What follows belongs to an exercise in optimizing a design on an open flow for small area, a short achievable clock period and few clock cycles; a production flow would make more cautious choices.
Where RTL was checked, it was by simulation tests only, not by an equivalence proof against the original.

v6:
==> flow/design.v <==
module interpolation (
    input           clk,
    input           RST,
    input           START,
    input   [5:0]   H0,
    input   [5:0]   V0,
    input   [3:0]   SW,
    input   [3:0]   SH,
    output          REN,
    input   [7:0]   R_DATA,
    output  [11:0]  ADDR,
    output  [7:0]   O_DATA,
    output          O_VALID
);
    parameter Q = 5;
    reg [5:0] h0;
    reg [3:0] dh, dv;            
    reg       ract;
    reg [4:0] rrow;              
    reg [3:0] rfv;               
    reg [5:0] rtop;              
    reg [3:0] rj;                
    reg       rph;               
    reg [11:0] addr;
    reg       ren;
    reg [2:0] cr;                
    reg       b1, v2, b2, v3, b3, p4;
    reg [3:0] f1, f2, f3;
    reg [7:0] rd, ta;              
    reg [12:0] vp;
    reg [7:0] q [0:Q-1];
    reg [2:0] cnt;
    reg [4:0] oc;                
    reg [3:0] ofh;
    reg       hc, hl;            
    reg [12:0] hp;
    reg       hv;
    reg [7:0] odata;
    reg       ovalid;
    assign REN = ren;
    assign ADDR = addr;
    assign O_DATA = odata;
    assign O_VALID = ovalid;
    localparam [4:0] FIRST = 5'd1, LAST = 5'd24;
    function [4:0] step;
        input [4:0] x;
        step = {x[3:0], x[4] ^ x[2]};
    endfunction
    function [12:0] lerp_a;
        input [7:0] a, b;
        input [3:0] f;
        reg [7:0] m0, m1, m2, m3;
        reg [9:0] p, r;
        reg [4:0] lo;
        begin
            m0 = f[0] ? b : a;
            m1 = f[1] ? b : a;
            m2 = f[2] ? b : a;
            m3 = f[3] ? b : a;
            p = {2'b0, a} + {2'b0, m0} + {1'b0, m1, 1'b0};
            r = {2'b0, m2} + {1'b0, m3, 1'b0};
            lo = {1'b0, p[5:2]} + {1'b0, r[3:0]};
            lerp_a = {p[9:6], r[9:4], lo[4], lo[3:2]};
        end
    endfunction
    function [7:0] lerp_b;
        input [12:0] x;
        reg [5:0] hi;
        begin
            hi = {2'b0, x[12:9]} + x[8:3] + {5'b0, x[2]};
            lerp_b = {hi, x[1:0]};
        end
    endfunction
    wire       prod = p4;
    wire [7:0] cval = lerp_b(vp);
    wire [7:0] qL = q[0];
    wire [7:0] qR = q[1];
    wire       hz = (ofh == 4'd0);
    wire       fire = (cnt != 3'd0) && (hz || cnt > 3'd1);
    wire       shift = fire && (hl || hc);
    wire [4:0] hsum = {1'b0, ofh} + {1'b0, dh};
    wire [4:0] hnext = {1'b0, hsum[3:0]} + {1'b0, dh};
    wire [4:0] ocnext = step(oc);
    wire       issue_first = ract && !rph && (cr != 3'd0 || shift);
    wire       issue = issue_first || (ract && rph);
    wire       direct = (rfv == 4'd0);
    wire       col_done = rph || (issue_first && direct);
    wire       row_done = col_done && (rj == dh);
    wire [4:0] vsum = {1'b0, rfv} + {1'b0, dv};
    wire [5:0] rbot = rtop + 6'd1;
    wire [2:0] wslot = cnt - {2'b0, shift};
    always @(posedge clk or posedge RST) begin
        if (RST) begin
            ract <= 1'b0;
            v2 <= 1'b0;
            v3 <= 1'b0;
            p4 <= 1'b0;
            cnt <= 3'd0;
            cr <= Q;
            hv <= 1'b0;
            ovalid <= 1'b0;
        end else begin
            v2 <= !ren;
            v3 <= v2;
            p4 <= v3 && (b3 || f3 == 4'd0);
            cr <= cr - {2'b0, issue_first} + {2'b0, shift};
            if (row_done && rrow == LAST) ract <= 1'b0;
            if (START) ract <= 1'b1;
            cnt <= cnt - {2'b0, shift} + {2'b0, prod};
            hv <= fire;
            ovalid <= hv;
        end
    end
    integer i;
    always @(posedge clk) begin
        rd <= R_DATA;
        ta <= b2 ? rd : R_DATA;
        b1 <= rph;
        b2 <= b1;
        b3 <= b2;
        vp <= lerp_a(ta, rd, f3);
        f1 <= rfv;
        f2 <= f1;
        f3 <= f2;
        ren <= !issue;
        addr <= {rph ? rbot : rtop, h0 + {2'b0, rj}};
        if (issue_first && !direct) rph <= 1'b1;
        if (col_done) begin
            rph <= 1'b0;
            if (row_done) begin
                rj <= 4'd0;
                rrow <= step(rrow);
                rfv <= vsum[3:0];
                if (vsum[4]) rtop <= rbot;
            end else begin
                rj <= rj + 4'd1;
            end
        end
        for (i = 0; i < Q; i = i + 1) begin
            if (prod && wslot == i)
                q[i] <= cval;
            else if (shift && i < Q - 1)
                q[i] <= q[i + 1];
        end
        hp <= lerp_a(qL, qR, ofh);
        odata <= lerp_b(hp);
        if (fire) begin
            if (hl) begin
                oc <= FIRST;
                ofh <= 4'd0;
                hc <= 1'b0;
                hl <= 1'b0;
            end else begin
                oc <= ocnext;
                ofh <= hsum[3:0];
                hc <= hnext[4];
                hl <= (ocnext == LAST);
            end
        end
        if (START) begin
            h0 <= H0;
            dh <= SW - 4'd1;
            dv <= SH - 4'd1;
            rtop <= V0;
            rfv <= 4'd0;
            rrow <= FIRST;
            rj <= 4'd0;
            rph <= 1'b0;
            oc <= FIRST;
            ofh <= 4'd0;
            hc <= 1'b0;
            hl <= 1'b0;
        end
    end
endmodule
export LEC_CHECK = 0
export CAP_MARGIN = 20
export CORE_MARGIN = 2
export CORE_UTILIZATION = 40
export CTS_BUF_LIST = sky130_fd_sc_hd__clkbuf_8
export PLACE_DENSITY = 0.6
export SLEW_MARGIN = 20
create_clock -name core_clock -period 12.0 [get_ports {clk}]
standard.sh (not shown) runs the stock make flow with config.mk's settings and CLKGATE_MAP_FILE= SYNTH_SCRIPT=/design/flow/synth_recipe.tcl, a recipe that flattens the netlist after the stock synthesis.
==> flow/flow/run.sh <==
#!/bin/bash
# The standard layout, with repair_timing aiming below the clock period and
# port buffers of the smallest buffer cell.
set -euo pipefail
bash standard.sh SETUP_SLACK_MARGIN=8.6 "BUFFER_PORTS_ARGS=-buffer_cell sky130_fd_sc_hd__buf_1" "CTS_ARGS=-sink_clustering_enable -repair_clock_nets -buf_list sky130_fd_sc_hd__clkbuf_8 -root_buf sky130_fd_sc_hd__clkbuf_16 -sink_clustering_size 30 -sink_clustering_max_diameter 300 -sink_buffer_max_cap_derate 1.0 -dont_use_dummy_load" finish > flow_standard.log 2>&1
Testbench counts of v6, summed over its fixed seeds: cycles 32,963.
[inputs] v7 vs v6
-- flow/design.v --
<<< v6, line 28
    reg [3:0] f1, f2, f3;
    reg [7:0] rd, ta;              
    reg [12:0] vp;
    reg [7:0] q [0:Q-1];
    reg [2:0] cnt;
    reg [4:0] oc;                
    reg [3:0] ofh;
    reg       hc, hl;            
    reg [12:0] hp;
    reg       hv;
    reg [7:0] odata;
>>> v7, line 28
    reg [3:0] f1, f2, f3;
    reg [7:0] rd, ta;              
    reg [9:0] vp;
    reg [9:0] vr;
    reg [7:0] q [0:Q-1];
    reg [2:0] cnt;
    reg [4:0] oc;                
    reg [3:0] ofh;
    reg       hz, hc, hl;        
    reg [9:0] hp;
    reg [9:0] hr;
    reg       hv;
    reg [7:0] odata;
<<< v6, line 47
        step = {x[3:0], x[4] ^ x[2]};
    endfunction
    function [12:0] lerp_a;
        input [7:0] a, b;
        input [3:0] f;
        reg [7:0] m0, m1, m2, m3;
        reg [9:0] p, r;
        reg [4:0] lo;
        begin
            m0 = f[0] ? b : a;
>>> v7, line 49
        step = {x[3:0], x[4] ^ x[2]};
    endfunction
    function [19:0] lerp_a;
        input [7:0] a, b;
        input [3:0] f;
        reg [7:0] m0, m1, m2, m3;
        begin
            m0 = f[0] ? b : a;
<<< v6, line 58
            m2 = f[2] ? b : a;
            m3 = f[3] ? b : a;
            p = {2'b0, a} + {2'b0, m0} + {1'b0, m1, 1'b0};
            r = {2'b0, m2} + {1'b0, m3, 1'b0};
            lo = {1'b0, p[5:2]} + {1'b0, r[3:0]};
            lerp_a = {p[9:6], r[9:4], lo[4], lo[3:2]};
        end
    endfunction
    function [7:0] lerp_b;
        input [12:0] x;
        reg [5:0] hi;
        begin
            hi = {2'b0, x[12:9]} + x[8:3] + {5'b0, x[2]};
            lerp_b = {hi, x[1:0]};
        end
    endfunction
    wire       prod = p4;
    wire [7:0] cval = lerp_b(vp);
    wire [7:0] qL = q[0];
    wire [7:0] qR = q[1];
    wire       hz = (ofh == 4'd0);
    wire       fire = (cnt != 3'd0) && (hz || cnt > 3'd1);
    wire       shift = fire && (hl || hc);
>>> v7, line 58
            m2 = f[2] ? b : a;
            m3 = f[3] ? b : a;
            lerp_a[19:10] = {2'b0, a} + {2'b0, m0} + {1'b0, m1, 1'b0};
            lerp_a[9:0] = {2'b0, m2} + {1'b0, m3, 1'b0};
        end
    endfunction
    function [7:0] lerp_b;
        input [9:0] p;
        input [9:0] r;
        reg [11:0] s;
        begin
            s = {2'b0, p} + {r, 2'b0};
            lerp_b = s[11:4];
        end
    endfunction
    wire       prod = p4;
    wire [7:0] cval = lerp_b(vp, vr);
    wire [7:0] qL = q[0];
    wire [7:0] qR = q[1];
    wire       fire = (cnt != 3'd0) && (hz || cnt > 3'd1);
    wire       shift = fire && (hl || hc);
<<< v6, line 119
        b2 <= b1;
        b3 <= b2;
        vp <= lerp_a(ta, rd, f3);
        f1 <= rfv;
        f2 <= f1;
>>> v7, line 117
        b2 <= b1;
        b3 <= b2;
        {vp, vr} <= lerp_a(ta, rd, f3);
        f1 <= rfv;
        f2 <= f1;
<<< v6, line 143
                q[i] <= q[i + 1];
        end
        hp <= lerp_a(qL, qR, ofh);
        odata <= lerp_b(hp);
        if (fire) begin
            if (hl) begin
                oc <= FIRST;
                ofh <= 4'd0;
                hc <= 1'b0;
                hl <= 1'b0;
>>> v7, line 141
                q[i] <= q[i + 1];
        end
        {hp, hr} <= lerp_a(qL, qR, ofh);
        odata <= lerp_b(hp, hr);
        if (fire) begin
            if (hl) begin
                oc <= FIRST;
                ofh <= 4'd0;
                hz <= 1'b1;
                hc <= 1'b0;
                hl <= 1'b0;
<<< v6, line 154
                oc <= ocnext;
                ofh <= hsum[3:0];
                hc <= hnext[4];
                hl <= (ocnext == LAST);
>>> v7, line 153
                oc <= ocnext;
                ofh <= hsum[3:0];
                hz <= (hsum[3:0] == 4'd0);
                hc <= hnext[4];
                hl <= (ocnext == LAST);
<<< v6, line 169
            oc <= FIRST;
            ofh <= 4'd0;
            hc <= 1'b0;
            hl <= 1'b0;
>>> v7, line 169
            oc <= FIRST;
            ofh <= 4'd0;
            hz <= 1'b1;
            hc <= 1'b0;
            hl <= 1'b0;
Notes after the runs:
On number of hold-slack violations in the final timing report, v7 and v6 are basically level.
Compared with v6, in v7 pin count of the biggest net entering global routing fell 1.8%; utilization rose 0.37 points; clock latency at the later pin of the worst-skew pair about even.
Diff v6 -> v7: overall routed net length decreased 0.47%; CTS clock-pin slew for the worst setup and hold paths increased 0.02 ns.
[v7] worst hold slack fell 0.016 ns relative to v6
Taking v6 as the reference, in v7 global-route usage has decreased, fraction of registers with async set/reset decreased by 0.41 points relative to the old numbers, number of cells after detailed placement went up by 66.
Count of inverters not on the clock network in the layout was lower in v6 than in v7.
Summary: with v6 as the reference, final cell count without fillers in v7 moved up by a few percent.
For the die outline area, v7 came in 4.4% higher than v6 did.
In v7 the setup slack turned out 0.0040 ns higher than in v6.
Function not checked in v7: the RTL went through the layout flow alone.

==> re-timing with driven ports <==
The results above use ideal ports. As a check the final layouts listed here were re-extracted and re-timed, cells and wires unchanged.
Step 1 sets driving cells, clkbuf_16 on the clock port and buf_2 on the other inputs (assumed; they add their load-dependent delay and slew).
Step 2 moves the port delays by t, midway between the first and last clock arrival at a register: inputs arrive t later, outputs are due t later. That takes back most of the time a late clock gives input paths.
Slacks: no drivers / after step 1 / after step 2; pairs: no drivers / after step 1.
run	t, ns	setup WS [ns]	pins driven straight from the clock port
v6	0.415	8.705 / 8.661 / 8.397	1
v7	0.408	8.709 / 8.667 / 8.406	1
After both steps setup and hold are still met in every run listed. For v6, which loses most, drivers alone change the setup slack by -0.044 ns; drivers and shift together by -0.308 ns.
